Context: an optimization exercise on an open-source flow, tuned for small area and a short achievable clock period. The choices shown serve that exercise and are no tape-out recipe. RTL that was checked went through simulation tests only; none was proved equivalent to the original. For runs 1 and 2, only the layout was checked, not whether the RTL still works. Power figures rest on the tool's default switching activity, not on a simulated workload.

==> flow/design.v <==
module avalon_uart (
    input               clk,
    input               rst,
    input               avn_read,
    input               avn_write,
    input [4:0]         avn_address,
    input [31:0]        avn_writedata,
    output reg [31:0]   avn_readdata,
    output              avn_waitrequest,
    output              int_txwm,
    output              int_rxwm,
    output              uart_txd,
    input               uart_rxd
);
    localparam IDLE  = 2'd0;
    localparam START = 2'd1;
    localparam DATA  = 2'd2;
    localparam STOP  = 2'd3;
    reg [7:0]   txdata_data;
    reg [2:0]   txctrl_txcnt;
    reg         txctrl_nstop;
    reg         txctrl_txen;
    reg [2:0]   rxctrl_rxcnt;
    reg         rxctrl_rxen;
    reg         ie_rxwm;
    reg         ie_txwm;
    reg [15:0]  div_div;
    reg         txdata_full;
    reg         ip_rxwm;
    reg         ip_txwm;
    reg         txdata_valid;
    wire a_txdata = avn_address == 5'h00;
    wire a_rxdata = avn_address == 5'h04;
    wire a_txctrl = avn_address == 5'h08;
    wire a_rxctrl = avn_address == 5'h0C;
    wire a_ie     = avn_address == 5'h10;
    wire a_ip     = avn_address == 5'h14;
    wire a_div    = avn_address == 5'h18;
    wire txdata_write = avn_write & a_txdata;
    wire rxdata_read  = avn_read  & a_rxdata;
    always @(posedge clk) begin
        if (rst) begin
            txdata_data  <= 8'b0;
            txctrl_txcnt <= 3'b0;
            txctrl_nstop <= 1'b0;
            txctrl_txen  <= 1'b0;
            rxctrl_rxcnt <= 3'b0;
            rxctrl_rxen  <= 1'b0;
            ie_rxwm      <= 1'b0;
            ie_txwm      <= 1'b0;
            div_div      <= 16'b0;
        end
        else begin
            if (txdata_write) txdata_data <= avn_writedata[7:0];
            if (avn_write & a_txctrl) begin
                txctrl_txcnt <= avn_writedata[18:16];
                txctrl_nstop <= avn_writedata[1];
                txctrl_txen  <= avn_writedata[0];
            end
            if (avn_write & a_rxctrl) begin
                rxctrl_rxcnt <= avn_writedata[18:16];
                rxctrl_rxen  <= avn_writedata[0];
            end
            if (avn_write & a_ie) begin
                ie_rxwm <= avn_writedata[1];
                ie_txwm <= avn_writedata[0];
            end
            if (avn_write & a_div) div_div <= avn_writedata[15:0];
        end
    end
    always @(posedge clk) txdata_valid <= txdata_write;
    reg [7:0]   txmem [0:7];
    reg [2:0]   tx_wp;
    reg [2:0]   tx_rp;
    reg [3:0]   tx_cnt;
    reg [7:0]   rxmem [0:7];
    reg [2:0]   rx_wp;
    reg [2:0]   rx_rp;
    reg [3:0]   rx_cnt;
    wire        tx_full  = tx_cnt[3];
    wire        tx_empty = tx_cnt == 4'd0;
    wire [7:0]  tx_head  = txmem[tx_rp];
    wire        rx_full  = rx_cnt[3];
    wire        rx_empty = rx_cnt == 4'd0;
    wire [7:0]  rx_head  = rxmem[rx_rp];
    wire        tx_ready;
    wire        rx_valid;
    reg [7:0]   rx_data;
    wire        tx_push = txdata_valid & ~tx_full;
    wire        tx_pop  = ~tx_empty & tx_ready;
    wire        rx_push = rx_valid & ~rx_full;
    wire        rx_pop  = rxdata_read & ~rx_empty;
    always @(posedge clk) begin
        if (rst) begin
            tx_wp  <= 3'b0;
            tx_rp  <= 3'b0;
            tx_cnt <= 4'b0;
            rx_wp  <= 3'b0;
            rx_rp  <= 3'b0;
            rx_cnt <= 4'b0;
        end
        else begin
            if (tx_push) tx_wp <= tx_wp + 1'b1;
            if (tx_pop)  tx_rp <= tx_rp + 1'b1;
            if (tx_push & ~tx_pop) tx_cnt <= tx_cnt + 1'b1;
            else if (tx_pop & ~tx_push) tx_cnt <= tx_cnt - 1'b1;
            if (rx_push) rx_wp <= rx_wp + 1'b1;
            if (rx_pop)  rx_rp <= rx_rp + 1'b1;
            if (rx_push & ~rx_pop) rx_cnt <= rx_cnt + 1'b1;
            else if (rx_pop & ~rx_push) rx_cnt <= rx_cnt - 1'b1;
        end
    end
    always @(posedge clk) begin
        if (tx_push) txmem[tx_wp] <= txdata_data;
        if (rx_push) rxmem[rx_wp] <= rx_data;
    end
    always @(posedge clk) begin
        txdata_full <= tx_full;
        ip_txwm <= (tx_cnt < {1'b0, txctrl_txcnt}) & ie_txwm;
        ip_rxwm <= (rx_cnt > {1'b0, rxctrl_rxcnt}) & ie_rxwm;
    end
    always @(posedge clk) begin
        avn_readdata <= 32'b0;
        if (a_rxdata) begin
            avn_readdata[31]  <= rx_empty;
            avn_readdata[7:0] <= rx_head;
        end
        else if (a_txctrl) begin
            avn_readdata[18:16] <= txctrl_txcnt;
            avn_readdata[1:0]   <= {txctrl_nstop, txctrl_txen};
        end
        else if (a_rxctrl) begin
            avn_readdata[18:16] <= rxctrl_rxcnt;
            avn_readdata[0]     <= rxctrl_rxen;
        end
        else if (a_ie) begin
            avn_readdata[1:0] <= {ie_rxwm, ie_txwm};
        end
        else if (a_ip) begin
            avn_readdata[1:0] <= {ip_rxwm, ip_txwm};
        end
        else if (a_div) begin
            avn_readdata[15:0] <= div_div;
        end
        else begin
            avn_readdata[31]  <= txdata_full;
            avn_readdata[7:0] <= txdata_data;
        end
    end
    assign avn_waitrequest = 1'b0;
    assign int_txwm = ip_txwm;
    assign int_rxwm = ip_rxwm;
    reg [1:0]   tx_state;
    reg         tx_prev_idle;      
    reg [15:0]  tx_bcnt;
    reg         tx_tick;
    reg [2:0]   tx_ccnt;
    reg [7:0]   tx_buf;
    reg         txd;
    wire tx_idle   = tx_state == IDLE;
    assign tx_ready = tx_prev_idle & tx_idle;
    wire tx_req    = tx_ready & ~tx_empty & txctrl_txen;
    wire tx_cfire  = tx_ccnt == 3'd0;
    wire tx_cmpl   = tx_cfire & tx_tick;
    wire tx_bfire  = &tx_bcnt;
    always @(posedge clk) begin
        if (rst) tx_state <= IDLE;
        else begin
            case (tx_state)
            IDLE:  if (tx_req)  tx_state <= START;
            START: if (tx_tick) tx_state <= DATA;
            DATA:  if (tx_cmpl) tx_state <= STOP;
            STOP:  if (tx_cmpl) tx_state <= IDLE;
            endcase
        end
    end
    always @(posedge clk) begin
        if (tx_bfire || tx_prev_idle) tx_bcnt <= div_div;
        else tx_bcnt <= tx_bcnt - 1'b1;
        tx_tick <= tx_bfire;
    end
    always @(posedge clk) begin
        tx_prev_idle <= tx_idle;
        if (tx_idle) tx_buf <= tx_head;
        case (tx_state)
        START: tx_ccnt <= 3'd7;
        DATA:  if (tx_cmpl) tx_ccnt <= {2'b0, txctrl_nstop};
               else if (tx_tick) tx_ccnt <= tx_ccnt - 1'b1;
        default: if (tx_tick) tx_ccnt <= tx_ccnt - 1'b1;
        endcase
        case (tx_state)
        START:   txd <= 1'b0;
        DATA:    txd <= tx_buf[~tx_ccnt];
        default: txd <= 1'b1;
        endcase
    end
    assign uart_txd = txd;
    reg [1:0]   rxd_sync;
    reg [1:0]   rx_state;
    reg         rx_bclear;
    reg [15:0]  rx_bcnt;
    reg         rx_tick;
    reg [11:0]  rx_scnt;
    reg         rx_sample;
    reg [2:0]   rx_ccnt;
    reg [2:0]   rx_smp;
    wire rxd_s     = rxd_sync[1];
    wire rx_idle   = rx_state == IDLE;
    wire rx_cfire  = rx_ccnt == 3'd0;
    wire rx_cmpl   = rx_cfire & rx_tick;
    wire rx_sfire  = rx_smp == 3'd0;
    wire rx_bfire  = &rx_bcnt;
    wire rx_scfire = rx_scnt == 12'd0;
    wire [11:0] div_hi_p1 = div_div[15:4] + (&div_div[3:0]);
    assign rx_valid = rx_idle & ~rx_bclear;
    always @(posedge clk) begin
        if (rst) rxd_sync <= 2'b11;
        else rxd_sync <= {rxd_sync[0], uart_rxd};
    end
    always @(posedge clk) begin
        if (rst) rx_state <= IDLE;
        else begin
            case (rx_state)
            IDLE:  if (!rxd_s & rxctrl_rxen) rx_state <= START;
            START: if (rx_sfire) rx_state <= DATA;
            DATA:  if (rx_cmpl) rx_state <= STOP;
            STOP:  if (rx_cmpl) rx_state <= IDLE;
            endcase
        end
    end
    always @(posedge clk) begin
        if (rx_bfire || rx_bclear) rx_bcnt <= div_div;
        else rx_bcnt <= rx_bcnt - 1'b1;
        rx_tick <= rx_bfire;
        if (rx_scfire || rx_bclear) rx_scnt <= div_hi_p1;
        else rx_scnt <= rx_scnt - 1'b1;
        rx_sample <= rx_scfire;
    end
    always @(posedge clk) begin
        rx_bclear <= rx_idle | ((rx_state == START) & rx_sfire);
        case (rx_state)
        IDLE:  rx_smp <= 3'd7;
        START: if (rx_sample) rx_smp <= rx_smp - 1'b1;
        default: ;
        endcase
        case (rx_state)
        START: rx_ccnt <= 3'd7;
        DATA:  if (rx_cmpl) rx_ccnt <= {2'b0, txctrl_nstop};
               else if (rx_tick) rx_ccnt <= rx_ccnt - 1'b1;
        default: if (rx_tick) rx_ccnt <= rx_ccnt - 1'b1;
        endcase
        if ((rx_state == DATA) & rx_tick) rx_data <= {rxd_s, rx_data[7:1]};
    end
endmodule
==> flow/flow/run.sh <==
#!/bin/bash
set -euo pipefail
bash standard.sh "BUFFER_PORTS_ARGS=-buffer_cell sky130_fd_sc_hd__buf_2" finish > flow_make.log 2>&1
==> flow/standard.sh <==
#!/bin/bash
# synth_recipe.tcl (not shown) runs the flow's synth.tcl, then flattens the netlist and writes it again
# the make line also repeats each setting of config.mk as NAME=value (left out here)
make -C /OpenROAD-flow-scripts/flow DESIGN_CONFIG=/design/flow/config.mk WORK_HOME=/design/flow/orfs CLKGATE_MAP_FILE= SYNTH_SCRIPT=/design/flow/synth_recipe.tcl "${@:-finish}"
==> flow/config.mk <==
export PLATFORM = sky130hd
export DESIGN_NAME = avalon_uart
export DESIGN_NICKNAME = avalon_uart
export VERILOG_FILES = /design/flow/design.v
export SDC_FILE = /design/flow/constraint.sdc
export NUM_CORES = 4
export LEC_CHECK = 0
export CAP_MARGIN = 20
export CORE_MARGIN = 2
export CORE_UTILIZATION = 40
export SLEW_MARGIN = 20
==> flow/constraint.sdc <==
create_clock -name core_clock -period 3.5 [get_ports {clk}]
set_input_delay 0.7000 -clock core_clock [delete_from_list [all_inputs] [get_ports {clk}]]
set_output_delay 0.7000 -clock core_clock [all_outputs]
set_load 0.01 [all_outputs]
==> flow_metrics.tcl, run 1 <==
set metrics [dict create \
    p_sw_mw 3.468 \
    yosysWarnings 1 \
    insertion_delay_ns 0.55 \
    ctsHoldBuffers 0 \
    p_clk_share_pct 29.3 \
    drtPass1Iterations 5 \
    cts_tree "built" \
    die_w_um 180.7 \
    num_io_pins 78 \
    grt_max_degree 39 \
    clkTransAtPathRegs_ns 0.06 \
    maxCapViolCount 0 \
    setup_viol 0 \
    cts_buffers 31 \
    p_sw_share_pct 31.56 \
    overflow 0 \
    synth_edf_count 147 \
    grt_pass1_wl_mm 40.81 \
    synthDominantCellAreaShare_pct 35.36 \
    outcome "timing/DRC/antenna clean" \
    yosys-top-cells-area "edfxtp_1, dfxtp_1, mux4_2" \
    seqPwrFrac_pct 40.1 \
    syn-instance-count 1008 \
    ys_async_sr_fraction_pct 0 \
    finClkSkew_ns 0.01104 \
    criticalPathCategory "reg -> reg" \
    synth_common_cells "edfxtp_1, dfxtp_1, nor2_1" \
    ant_nets 0 \
    cts_max_path_buffers 3 \
    cts_sinks 291 \
    finalCriticalPeriod_ns 2.816 \
    placed_area_um2 13240 \
    vias 7628 \
    hold_viol 0 \
    setup_tns_ns 0 \
    ys_ff_latch 291 \
    ir_worst_vdd_mv 0.4377 \
    grt_pass1_vias 7494 \
    gr-usage-all-layers_pct 15.63 \
    die_h_um 180.7 \
    pwr-share-comb_pct 30.5 \
    n_antenna_cell 0 \
    tightest_slew_ns 0.9494 \
    startpoint_type "flop" \
    postCtsSetupRepairBufs 0 \
    dpl.hpwl_mm 17.67 \
    first_iter_violations 463 \
    clockRootBuffer "clkbuf_16" \
    ys_types 64 \
    nets 1163 \
    cts_max_level 1 \
    areaGrowthSynthToFinish_pct 14.10 \
    max_freq_ghz 0.3552 \
    cts_resized 0 \
    start_util_pct 40.70 \
    grt_setup_unrepaired "false" \
    yosysMostFrequentCell "edfxtp_1" \
    wl_mm 25.50 \
    port_buffers 51 \
    dieArea_um2 32640 \
    synth_ff_type "edfxtp_1" \
    row_count 64 \
    drc 0 \
    post-route-period-util_pct 80.45 \
    syn_area_um2 12480 \
    crit_arrival_ns 3.26 \
    path_max_fanout 5 \
    power.internal_mw 7.519 \
    hold_path.class "in -> reg" \
    viasPerCell 5.085 \
    avgSynthCellArea_um2 12.38 \
    globalplace.congestion 0.8211 \
    avgRoutedWirePerCell_um 17.00 \
    core-area_um2 30670 \
    crit_required_ns 3.94 \
    cellPowerDensity_nw_per_um2 771.3 \
    cp-end-kind "flop" \
    antenna_found_initial 0 \
    final_max_slew_viol_count 0 \
    drive_above_1_share_pct 17.03 \
    maxSlewHeadroom_pct 36.41 \
    finalInstanceArea_um2 14240 \
    yosysSeqAreaShare_pct 58.45 \
    leakage_nw 5.574 \
    synth_area_leader_cell "edfxtp_1" \
    power.total_mw 10.99 \
]
path summary, 6_finish.rpt:
| kind | from | to | slack, ns | cells past startpoint |
|---|---|---|---|---|
| min reg2reg | rxd_sync[0] | rxd_sync[1] | 0.41 | 1 |
| min | uart_rxd | rxd_sync[0] | 0.33 | 2 |
| max | tx_cnt[0] | tx_cnt[3] | 0.68 | 10 |
| max reg2reg | tx_cnt[0] | tx_cnt[3] | 0.68 | 10 |
sequential cells by signal, summed over array words and instances (netlist names), 3 cells and up, named ones only:
register / count
rx_wp: 3
txdata_data: 8
tx_buf: 8
rx_ccnt: 3
rx_cnt: 4
rxmem: 64
tx_rp: 3
rx_rp: 3
avn_readdata: 20
tx_wp: 3
txctrl_txcnt: 3
rx_bcnt: 16
tx_bcnt: 16
tx_ccnt: 3
tx_cnt: 4
rx_data: 8
txmem: 64
div_div: 16
rx_smp: 3
rx_scnt: 12
rxctrl_rxcnt: 3
placed cells by master (no fill, tap or decap), types with 6 or more instances in the layout:
| master | synthesis | routed |
|---|---|---|
| clkinv_2 | 0 | 7 |
| o22ai_1 | 7 | 7 |
| mux4_2 | 34 | 34 |
| nor4_1 | 14 | 14 |
| nor2_1 | 95 | 95 |
| nor2b_1 | 10 | 10 |
| mux2_2 | 12 | 12 |
| or3_1 | 6 | 6 |
| a21oi_1 | 21 | 21 |
| xor2_1 | 28 | 28 |
| mux2i_1 | 64 | 64 |
| clkbuf_16 | 0 | 31 |
| or4_1 | 7 | 7 |
| nor3_1 | 21 | 21 |
| nand4_1 | 14 | 14 |
| dfxtp_1 | 144 | 144 |
| nand2_1 | 68 | 68 |
| nand3_1 | 18 | 18 |
| and3_1 | 10 | 10 |
| inv_1 | 40 | 40 |
| xnor2_1 | 33 | 33 |
| buf_4 | 13 | 28 |
| o21ai_0 | 50 | 50 |
| nand2b_1 | 12 | 12 |
| conb_1 | 1 | 13 |
| buf_2 | 8 | 51 |
| ha_1 | 39 | 39 |
| edfxtp_1 | 147 | 147 |
cells by family (layout without fill, tap and decap cells):
| logic type | count (synthesis) | after routing | share of synthesized area, % |
|---|---|---|---|
| AOI/OAI and AO/OA | 112 | 112 | 5.342 |
| xor gates and xnor gates | 61 | 61 | 4.280 |
| adders and majority gates | 41 | 41 | 4.230 |
| buffers and inverters | 92 | 176 | 3.358 |
| DFF | 291 | 291 | 58.45 |
| muxes | 110 | 110 | 12.35 |
| other | 1 | 13 | 0.03004 |
| and+or+nand+nor | 300 | 300 | 11.96 |
layout make-up:
| cell class | instances | area, um^2 |
|---|---|---|
| clock inverters | 22 | 197.7 |
| multi-input cells | 637 | 4827 |
| well taps | 396 | 495.5 |
| inverters | 40 | 150.1 |
| repair buffers | 79 | 465.4 |
| fillers | 2760 | 16430 |
| flip-flops and latches | 291 | 7297 |
| clock buffers | 35 | 810.8 |
worst max-delay path, stage by stage (launching register included):
cell and delay, ns:
dfxtp_1 0.37, or4_1 0.59, and3_1 0.26, inv_1 0.07
ha_1 0.15, inv_1 0.09, ha_1 0.28, a21o_1 0.17
a21oi_1 0.16, mux2i_1 0.21, mux2_2 0.34
power groups by stage:
stage          clock network [mW]  logic [mW]  registers (mW)
6_report                     3.22        3.35            4.41
5_1_grt                      3.45        3.82            4.47
4_1_cts                      3.31        3.38            4.41
3_5_place_dp                    0        3.34            4.48
3_3_place_gp                    0        3.30            4.47
2_1_floorplan                   0        2.82            4.34
through the flow:
stage	setup WS, ns	hold slack [ns]	utilization [%]	cells
detailed placement	0.2662	0.3947	43.15	1443
global placement	0.2606	0.3932	43.15	1443
floorplan	0.2330	0.3797	-	1020
finish	0.6844	0.3299	46.44	1500
CTS	0.6499	0.3008	46.44	1500
global route	0.5001	0.3092	46.44	1500
routing by layer:
layer	track usage, %	wire length [um]
met1	20.07	11360
met2	27.68	12580
met3	2.061	990
met4	4.258	569
met5	0	0
==> run 2: changes to the inputs <==
==> flow/run.sh (new file) <==
#!/bin/bash
# synth_recipe.tcl (not shown) runs the flow's synth.tcl, then flattens the netlist and writes it again
# the make line also repeats each setting of config.mk as NAME=value (left out here)
make -C /OpenROAD-flow-scripts/flow DESIGN_CONFIG=/design/flow/config.mk WORK_HOME=/design/flow/orfs CLKGATE_MAP_FILE= SYNTH_SCRIPT=/design/flow/synth_recipe.tcl finish
removed: flow/flow/run.sh
removed: flow/standard.sh
==> run 2 against run 1 <==
- still clean
- maximum frequency down 4.4%
- synthesized cell count is the same
- sequential power is essentially flat
- die area did not move
- setup slack got worse by 0.13 ns
- core utilization is 0.86 points higher
- hold slack improved by 0.080 ns
- critical path depth up 1
- design area up 1.9%
- sequential share of layout area is 0.94 points lower
- critical endpoint is now rx_cnt[3]
- largest power group unchanged
==> flow_metrics.tcl, run 2 <==
set metrics [dict create \
    areaGrowthSynthToFinish_pct 16.23 \
    drtPass1Iterations 5 \
    globalplace.congestion 0.8049 \
    cp-end-kind "flop" \
    ys_ff_latch 291 \
    hold_path.class "reg -> reg" \
    vias 7715 \
    layout_commonest_cell "edfxtp_1" \
    cts_tree "built" \
    tightest_slew_ns 0.9280 \
    clockRootBuffer "clkbuf_16" \
    preCtsSetupSlack_ns -0.005118 \
    ir_worst_vdd_mv 0.3235 \
    num_io_pins 78 \
    synth_common_cells "edfxtp_1, dfxtp_1, nor2_1" \
    cts_max_level 1 \
    synth_edf_count 147 \
    outcome "timing/DRC/antenna clean" \
    crit_required_ns 3.94 \
    yosysMostFrequentCell "edfxtp_1" \
    yosysWarnings 1 \
    postCtsSetupRepairBufs 0 \
    overflow 0 \
    reg2reg_depth 10 \
    post-route-period-util_pct 84.12 \
    setup_ws_ns 0.5557 \
    synth_ff_type "edfxtp_1" \
    ant_nets 0 \
    finalCriticalPeriod_ns 2.944 \
    finClkSkew_ns 0.008767 \
    avgSynthCellArea_um2 12.38 \
    multi_input_area_um2 4827 \
    layout_common_cells "edfxtp_1, dfxtp_1, nor2_1" \
    yosys-top-cells-area "edfxtp_1, dfxtp_1, mux4_2" \
    grt_setup_unrepaired "false" \
    avgRoutedWirePerCell_um 17.26 \
    syn_area_um2 12480 \
    wl_mm 25.98 \
    hold_viol 0 \
    whs_path_depth 1 \
    synthDominantCellAreaShare_pct 35.36 \
    viasPerCell 5.126 \
    grt_pass1_vias 7776 \
    ys_async_sr_fraction_pct 0 \
    nets 1167 \
    setup_tns_ns 0 \
    cts_max_path_buffers 3 \
    row_count 64 \
    startpoint_type "primary input" \
    drive_above_1_share_pct 12.89 \
    cts_resized 0 \
    antenna_found_initial 0 \
    grt_pass1_wl_mm 42.21 \
    max_freq_ghz 0.3396 \
    n_antenna_cell 0 \
    insertion_delay_ns 0.55 \
    dieArea_um2 32640 \
    yosysSeqAreaShare_pct 58.45 \
    die_h_um 180.7 \
    drc 0 \
    port_buffers 51 \
    maxSlewHeadroom_pct 37.91 \
    ctsHoldBuffers 0 \
    die_w_um 180.7 \
    cellPowerDensity_nw_per_um2 752.3 \
    clkTransAtPathRegs_ns 0.06 \
    start_util_pct 40.70 \
    cts_sinks 291 \
    num-fill-cells 2727 \
    criticalPathCategory "in -> reg" \
    grt_max_degree 35 \
    ys_types 64 \
    dpl.hpwl_mm 17.92 \
    final_max_slew_viol_count 0 \
    maxCapViolCount 0 \
    crit_arrival_ns 3.39 \
    synth_area_leader_cell "edfxtp_1" \
    path_max_fanout 2 \
    core-area_um2 30670 \
    cts_buffers 31 \
    gr-usage-all-layers_pct 16.03 \
    setup_viol 0 \
    leakage_nw 5.538 \
    syn-instance-count 1008 \
    power.total_mw 10.91 \
    regArea_um2 7297 \
    first_iter_violations 416 \
]
## run 2: cell counts after synthesis
No cell type changed its count.
## run 2: routing by layer
layer,GRT usage (%),routed length (um),vias up
met5,0,0,-
met4,3.903,525,0
met3,2.264,799,32
met2,28.05,12830,115
met1,20.96,11820,3750
li1,-,-,3818
## run 2: power breakdown
group          internal (mW)  leakage, nW  switching [mW]
sequential              3.98         2.54           0.418
clock                   1.77        0.479            1.35
combinational           1.69         2.52            1.70
total                   7.44         5.54            3.47
## run 2: path summary, 6_finish.rpt
path | start | to | slack [ns]
min reg2reg | rxd_sync[0] | rxd_sync[1] | 0.41
max reg2reg | tx_cnt[0] | tx_cnt[3] | 0.66
max | avn_address[2] | rx_cnt[3] | 0.56
min | rxd_sync[0] | rxd_sync[1] | 0.41
## run 2: logic make-up after synthesis
family,Yosys count,synth area share (%)
AND/OR/NAND/NOR,300,11.96
flip-flops,291,58.45
AO/OA/AOI/OAI,112,5.342
multiplexers,110,12.35
buffers and inverters,92,3.358
XOR/XNOR,61,4.280
adder cells (fa/ha/maj),41,4.230
other,1,0.03004
## run 2: critical path, stage by stage
cell,delay (ns)
clkdlybuf4s50_1,0.47
or3b_2,0.47
nor3_1,0.27
inv_1,0.08
ha_1,0.20
inv_1,0.08
ha_1,0.22
a21o_1,0.18
a21oi_1,0.17
mux2i_1,0.21
mux2_2,0.34
## run 2: layout make-up
type                    instances  area share [%]
clock buffers                  36           5.692
clock inverters                22           1.069
flip-flops and latches        291           50.29
inverters                      40           1.035
repair buffers                 83           5.226
well taps                     396           3.415
multi-input cells             637           33.27
## run 2: through the flow
stage | utilization [%] | cells | hold slack, ns | cell area (um^2)
4_1_cts | 47.31 | 1505 | 0.4132 | 14510
3_3_place_gp | 44.11 | 1447 | 0.3927 | 13530
5_1_grt | 47.31 | 1505 | 0.4249 | 14510
3_5_place_dp | 44.11 | 1447 | 0.3975 | 13530
6_report | 47.31 | 1505 | 0.4097 | 14510
2_1_floorplan | - | 1020 | 0.3797 | 12530
==> run 3: changes to the inputs <==
--- a/flow/design.v
+++ b/flow/design.v
@@ -68,21 +68,24 @@
             if (avn_write & a_div) div_div <= avn_writedata[15:0];
         end
     end
-    always @(posedge clk) txdata_valid <= txdata_write;
+    always @(posedge clk) begin
+        if (rst) txdata_valid <= 1'b0;
+        else txdata_valid <= txdata_write;
+    end
     reg [7:0]   txmem [0:7];
-    reg [2:0]   tx_wp;
-    reg [2:0]   tx_rp;
-    reg [3:0]   tx_cnt;
+    reg [3:0]   tx_wp;
+    reg [3:0]   tx_rp;
     reg [7:0]   rxmem [0:7];
-    reg [2:0]   rx_wp;
-    reg [2:0]   rx_rp;
-    reg [3:0]   rx_cnt;
-    wire        tx_full  = tx_cnt[3];
-    wire        tx_empty = tx_cnt == 4'd0;
-    wire [7:0]  tx_head  = txmem[tx_rp];
-    wire        rx_full  = rx_cnt[3];
-    wire        rx_empty = rx_cnt == 4'd0;
-    wire [7:0]  rx_head  = rxmem[rx_rp];
+    reg [3:0]   rx_wp;
+    reg [3:0]   rx_rp;
+    wire [3:0]  tx_entry = tx_wp - tx_rp;
+    wire        tx_full  = (tx_wp ^ tx_rp) == 4'b1000;
+    wire        tx_empty = tx_wp == tx_rp;
+    wire [7:0]  tx_head  = txmem[tx_rp[2:0]];
+    wire [3:0]  rx_entry = rx_wp - rx_rp;
+    wire        rx_full  = (rx_wp ^ rx_rp) == 4'b1000;
+    wire        rx_empty = rx_wp == rx_rp;
+    wire [7:0]  rx_head  = rxmem[rx_rp[2:0]];
     wire        tx_ready;
     wire        rx_valid;
     reg [7:0]   rx_data;
@@ -92,32 +95,26 @@
     wire        rx_pop  = rxdata_read & ~rx_empty;
     always @(posedge clk) begin
         if (rst) begin
-            tx_wp  <= 3'b0;
-            tx_rp  <= 3'b0;
-            tx_cnt <= 4'b0;
-            rx_wp  <= 3'b0;
-            rx_rp  <= 3'b0;
-            rx_cnt <= 4'b0;
+            tx_wp <= 4'b0;
+            tx_rp <= 4'b0;
+            rx_wp <= 4'b0;
+            rx_rp <= 4'b0;
         end
         else begin
             if (tx_push) tx_wp <= tx_wp + 1'b1;
             if (tx_pop)  tx_rp <= tx_rp + 1'b1;
-            if (tx_push & ~tx_pop) tx_cnt <= tx_cnt + 1'b1;
-            else if (tx_pop & ~tx_push) tx_cnt <= tx_cnt - 1'b1;
             if (rx_push) rx_wp <= rx_wp + 1'b1;
             if (rx_pop)  rx_rp <= rx_rp + 1'b1;
-            if (rx_push & ~rx_pop) rx_cnt <= rx_cnt + 1'b1;
-            else if (rx_pop & ~rx_push) rx_cnt <= rx_cnt - 1'b1;
-        end
-    end
-    always @(posedge clk) begin
-        if (tx_push) txmem[tx_wp] <= txdata_data;
-        if (rx_push) rxmem[rx_wp] <= rx_data;
+        end
+    end
+    always @(posedge clk) begin
+        if (tx_push) txmem[tx_wp[2:0]] <= txdata_data;
+        if (rx_push) rxmem[rx_wp[2:0]] <= rx_data;
     end
     always @(posedge clk) begin
         txdata_full <= tx_full;
-        ip_txwm <= (tx_cnt < {1'b0, txctrl_txcnt}) & ie_txwm;
-        ip_rxwm <= (rx_cnt > {1'b0, rxctrl_rxcnt}) & ie_rxwm;
+        ip_txwm <= (tx_entry < {1'b0, txctrl_txcnt}) & ie_txwm;
+        ip_rxwm <= (rx_entry > {1'b0, rxctrl_rxcnt}) & ie_rxwm;
     end
     always @(posedge clk) begin
         avn_readdata <= 32'b0;
@@ -175,9 +172,15 @@
         end
     end
     always @(posedge clk) begin
-        if (tx_bfire || tx_prev_idle) tx_bcnt <= div_div;
-        else tx_bcnt <= tx_bcnt - 1'b1;
-        tx_tick <= tx_bfire;
+        if (rst) begin
+            tx_bcnt <= 16'hFFFF;
+            tx_tick <= 1'b0;
+        end
+        else begin
+            if (tx_bfire || tx_prev_idle) tx_bcnt <= div_div;
+            else tx_bcnt <= tx_bcnt - 1'b1;
+            tx_tick <= tx_bfire;
+        end
     end
     always @(posedge clk) begin
         tx_prev_idle <= tx_idle;
@@ -229,12 +232,20 @@
         end
     end
     always @(posedge clk) begin
-        if (rx_bfire || rx_bclear) rx_bcnt <= div_div;
-        else rx_bcnt <= rx_bcnt - 1'b1;
-        rx_tick <= rx_bfire;
-        if (rx_scfire || rx_bclear) rx_scnt <= div_hi_p1;
-        else rx_scnt <= rx_scnt - 1'b1;
-        rx_sample <= rx_scfire;
+        if (rst) begin
+            rx_bcnt   <= 16'hFFFF;
+            rx_tick   <= 1'b0;
+            rx_scnt   <= 12'd0;
+            rx_sample <= 1'b0;
+        end
+        else begin
+            if (rx_bfire || rx_bclear) rx_bcnt <= div_div;
+            else rx_bcnt <= rx_bcnt - 1'b1;
+            rx_tick <= rx_bfire;
+            if (rx_scfire || rx_bclear) rx_scnt <= div_hi_p1;
+            else rx_scnt <= rx_scnt - 1'b1;
+            rx_sample <= rx_scfire;
+        end
     end
     always @(posedge clk) begin
         rx_bclear <= rx_idle | ((rx_state == START) & rx_sfire);
==> run 3 against run 2 <==
- still clean
- clock skew rose by 0.0089 ns
- synthesized cell count grew 0.79%
- final cell count is 0.13% higher
- setup slack improved by 0.56 ns
- core utilization down 0.069 points
- wire length rose by 4.7%
- critical path type is now reg -> reg
==> flow_metrics.tcl, run 3 <==
set metrics [dict create \
    hold_viol 0 \
    place_inst 1444 \
    ir_worst_vdd_mv 0.3013 \
    clkTransAtPathRegs_ns 0.06 \
    die_w_um 180.5 \
    vias 7833 \
    ys_types 72 \
    grt_max_degree 63 \
    globalplace.congestion 0.7830 \
    cp-end-kind "flop" \
    critical_path.most_common_cell "buf_4" \
    stdcell_count 1507 \
    yosys-top-cells-area "edfxtp_1, dfxtp_1, mux4_2" \
    rrSetupSlack_ns 1.12 \
    drive_above_1_share_pct 12.79 \
    leakage_nw 5.281 \
    postCtsSetupRepairBufs 0 \
    r2r-end "txmem[3][5]" \
    finClkSkew_ns 0.01772 \
    post-route-period-util_pct 68.13 \
    critPathLaunch "tx_rp[1]" \
    drc 0 \
    gr-usage-all-layers_pct 16.71 \
    crit_required_ns 3.71 \
    yosysMostFrequentCell "edfxtp_1" \
    start_util_pct 40.63 \
    grt_setup_unrepaired "false" \
    cp_cell_sequence "buf_4 -> inv_1 -> ha_1 -> nand3_1 -> o21a_1 -> nand2_1 -> nor2_1 -> buf_4" \
    drtPass1Iterations 4 \
    avgRoutedWirePerCell_um 18.05 \
    ant_nets 0 \
    synth_area_leader_cell "edfxtp_1" \
    cts_buffers 34 \
    timing.rr.start "tx_rp[1]" \
    port_buffers 51 \
    num_io_pins 78 \
    cts_max_path_buffers 3 \
    setup_tns_ns 0 \
    crit_arrival_ns 2.59 \
    cts_tree "built" \
    grt_pass1_wl_mm 43.14 \
    layout_common_cells "edfxtp_1, dfxtp_1, nor2_1" \
    row_count 64 \
    cts_sinks 287 \
    synth_common_cells "edfxtp_1, dfxtp_1, nor2_1" \
    hold_slack_ns 0.4197 \
    core-area_um2 30670 \
    cts_max_level 2 \
    clockRootBuffer "clkbuf_16" \
    whs_path_depth 1 \
    cts_resized 0 \
    synthDominantCellAreaShare_pct 35.42 \
    critical-path-max-stage-delay_ns 0.34 \
    maxSlewHeadroom_pct 50.72 \
    dpl.hpwl_mm 18.28 \
    antenna_found_initial 1 \
    syn-instance-count 1016 \
    setup_viol 0 \
    ctsHoldBuffers 0 \
    hold_path.class "reg -> reg" \
    ys_ff_latch 287 \
    nets 1166 \
    cp-endpoint "txmem[3][5]" \
    max_freq_ghz 0.4194 \
    power.total_mw 8.176 \
    startpoint_type "flop" \
    die_h_um 180.5 \
    insertion_delay_ns 0.50 \
    yosysWarnings 1 \
    grt_pass1_vias 7724 \
    maxCapViolCount 0 \
    viasPerCell 5.198 \
    dieArea_um2 32580 \
    first_iter_violations 534 \
    reg2reg_depth 8 \
    final_max_slew_viol_count 0 \
    finalCriticalPeriod_ns 2.385 \
    overflow 0 \
    tightest_slew_ns 0.7393 \
    areaGrowthSynthToFinish_pct 16.25 \
    synth_ff_type "edfxtp_1" \
    wl_mm 27.20 \
    layout_commonest_cell "edfxtp_1" \
    avgSynthCellArea_um2 12.27 \
    yosysSeqAreaShare_pct 57.91 \
    path_max_fanout 19 \
    ys_async_sr_fraction_pct 0 \
    slowest_stage "nor2_1" \
    syn_area_um2 12460 \
    outcome "timing/DRC/antenna clean" \
    criticalPathCategory "reg -> reg" \
    finish.utilization_pct 47.24 \
    synth_edf_count 147 \
    cellPowerDensity_nw_per_um2 564.3 \
]
## run 3: changes by cell type after synthesis, moves of 8 or more
cell	before	now
a211o_1	0	14
a211oi_2	0	8
a22oi_1	0	15
and3_1	10	1
mux2_2	12	2
mux2i_1	64	52
nand2_1	68	76
nor2_1	95	110
o21ai_0	50	24
## run 3: worst min path at each step
stage                startpoint          end
floorplan           rxd_sync[0]  rxd_sync[1]
global placement    rxd_sync[0]  rxd_sync[1]
detailed placement  rxd_sync[0]  rxd_sync[1]
CTS                 rxd_sync[0]  rxd_sync[1]
global route        rxd_sync[0]  rxd_sync[1]
finish              rxd_sync[0]  rxd_sync[1]
## run 3: critical path, delay by kind of cell (launching register included)
family,cells,cell delay [ns]
AOI/OAI and AO/OA,1,0.19
adders and majority gates,1,0.33
buffers and inverters,3,0.66
DFF,1,0.30
and+or+nand+nor,3,0.61
## run 3: metal layers
| metal | vias up | global-route usage (%) | routed length (um) |
|---|---|---|---|
| met2 | 185 | 27.05 | 12470 |
| met4 | 0 | 3.581 | 419 |
| met3 | 33 | 2.910 | 1397 |
| met1 | 3810 | 23.60 | 12910 |
| met5 | - | 0 | 0 |
| li1 | 3805 | - | - |
## run 3: kinds of logic after synthesis
group                      after synthesis  synth area share (%)
AOI/OAI and AO/OA                      136                 7.842
xor gates and xnor gates                57                 4.006
adders and majority gates               40                 4.137
buffers and inverters                   97                 3.705
DFF                                    287                 57.91
muxes                                   88                 10.50
other                                    1               0.03009
and+or+nand+nor                        310                 11.87
## run 3: where the power goes
part | leakage (nW) | total [mW] | internal (mW) | switching, mW
sequential | 2.51 | 3.84 | 3.69 | 0.144
combinational | 2.24 | 0.950 | 0.426 | 0.524
clock | 0.529 | 3.39 | 2.05 | 1.34
total | 5.28 | 8.18 | 6.17 | 2.01
## run 3: layout make-up
class                      instances  area [um^2]
inverter                          38        142.6
antenna                            1        2.502
clock inverter                    12        88.84
fill                            2751        16180
multi-input combinational        644         4828
timing repair buffer              79        718.2
sequential                       287         7217
tap                              396        495.5
clock buffer                      50        994.7
## run 3: per-stage QoR
step,area [um^2],worst slack (ns)
after global routing,14490,0.9437
after floorplan,12510,0.7131
after detailed placement,13400,0.6231
after global placement,13400,0.6717
final,14490,1.115
after CTS,14490,1.078

==> static timing again, ports no longer ideal <==
How much do the figures lean on ideal ports? The routed layouts below were timed once more, with nothing changed but the port constraints.
Step 1 assumes that a clkbuf_16 drives the clock port and a buf_2 every other input.
Step 2 times the ports against the registers' clock, not the clock port: input delays grow and output delays shrink by t, the midpoint of the rising clock arrivals with the driver on.
a / b / c = ideal / step 1 / step 2; a / b = the first two.
run	t (ns)	setup slack, ns	latest minus earliest clock arrival (ns)	pins driven straight from the clock port
run 1	0.593	0.684 / 0.684 / 0.268	0.012 / 0.011	1
run 2	0.599	0.556 / 0.580 / -0.019	0.010 / 0.010	1
run 3	0.538	1.115 / 1.115 / 0.626	0.019 / 0.019	1
With both steps, setup timing fails in run 2, where it was met with ideal ports. For run 2, which loses most, drivers alone change the setup slack by +0.024 ns; drivers and shift together by -0.575 ns.
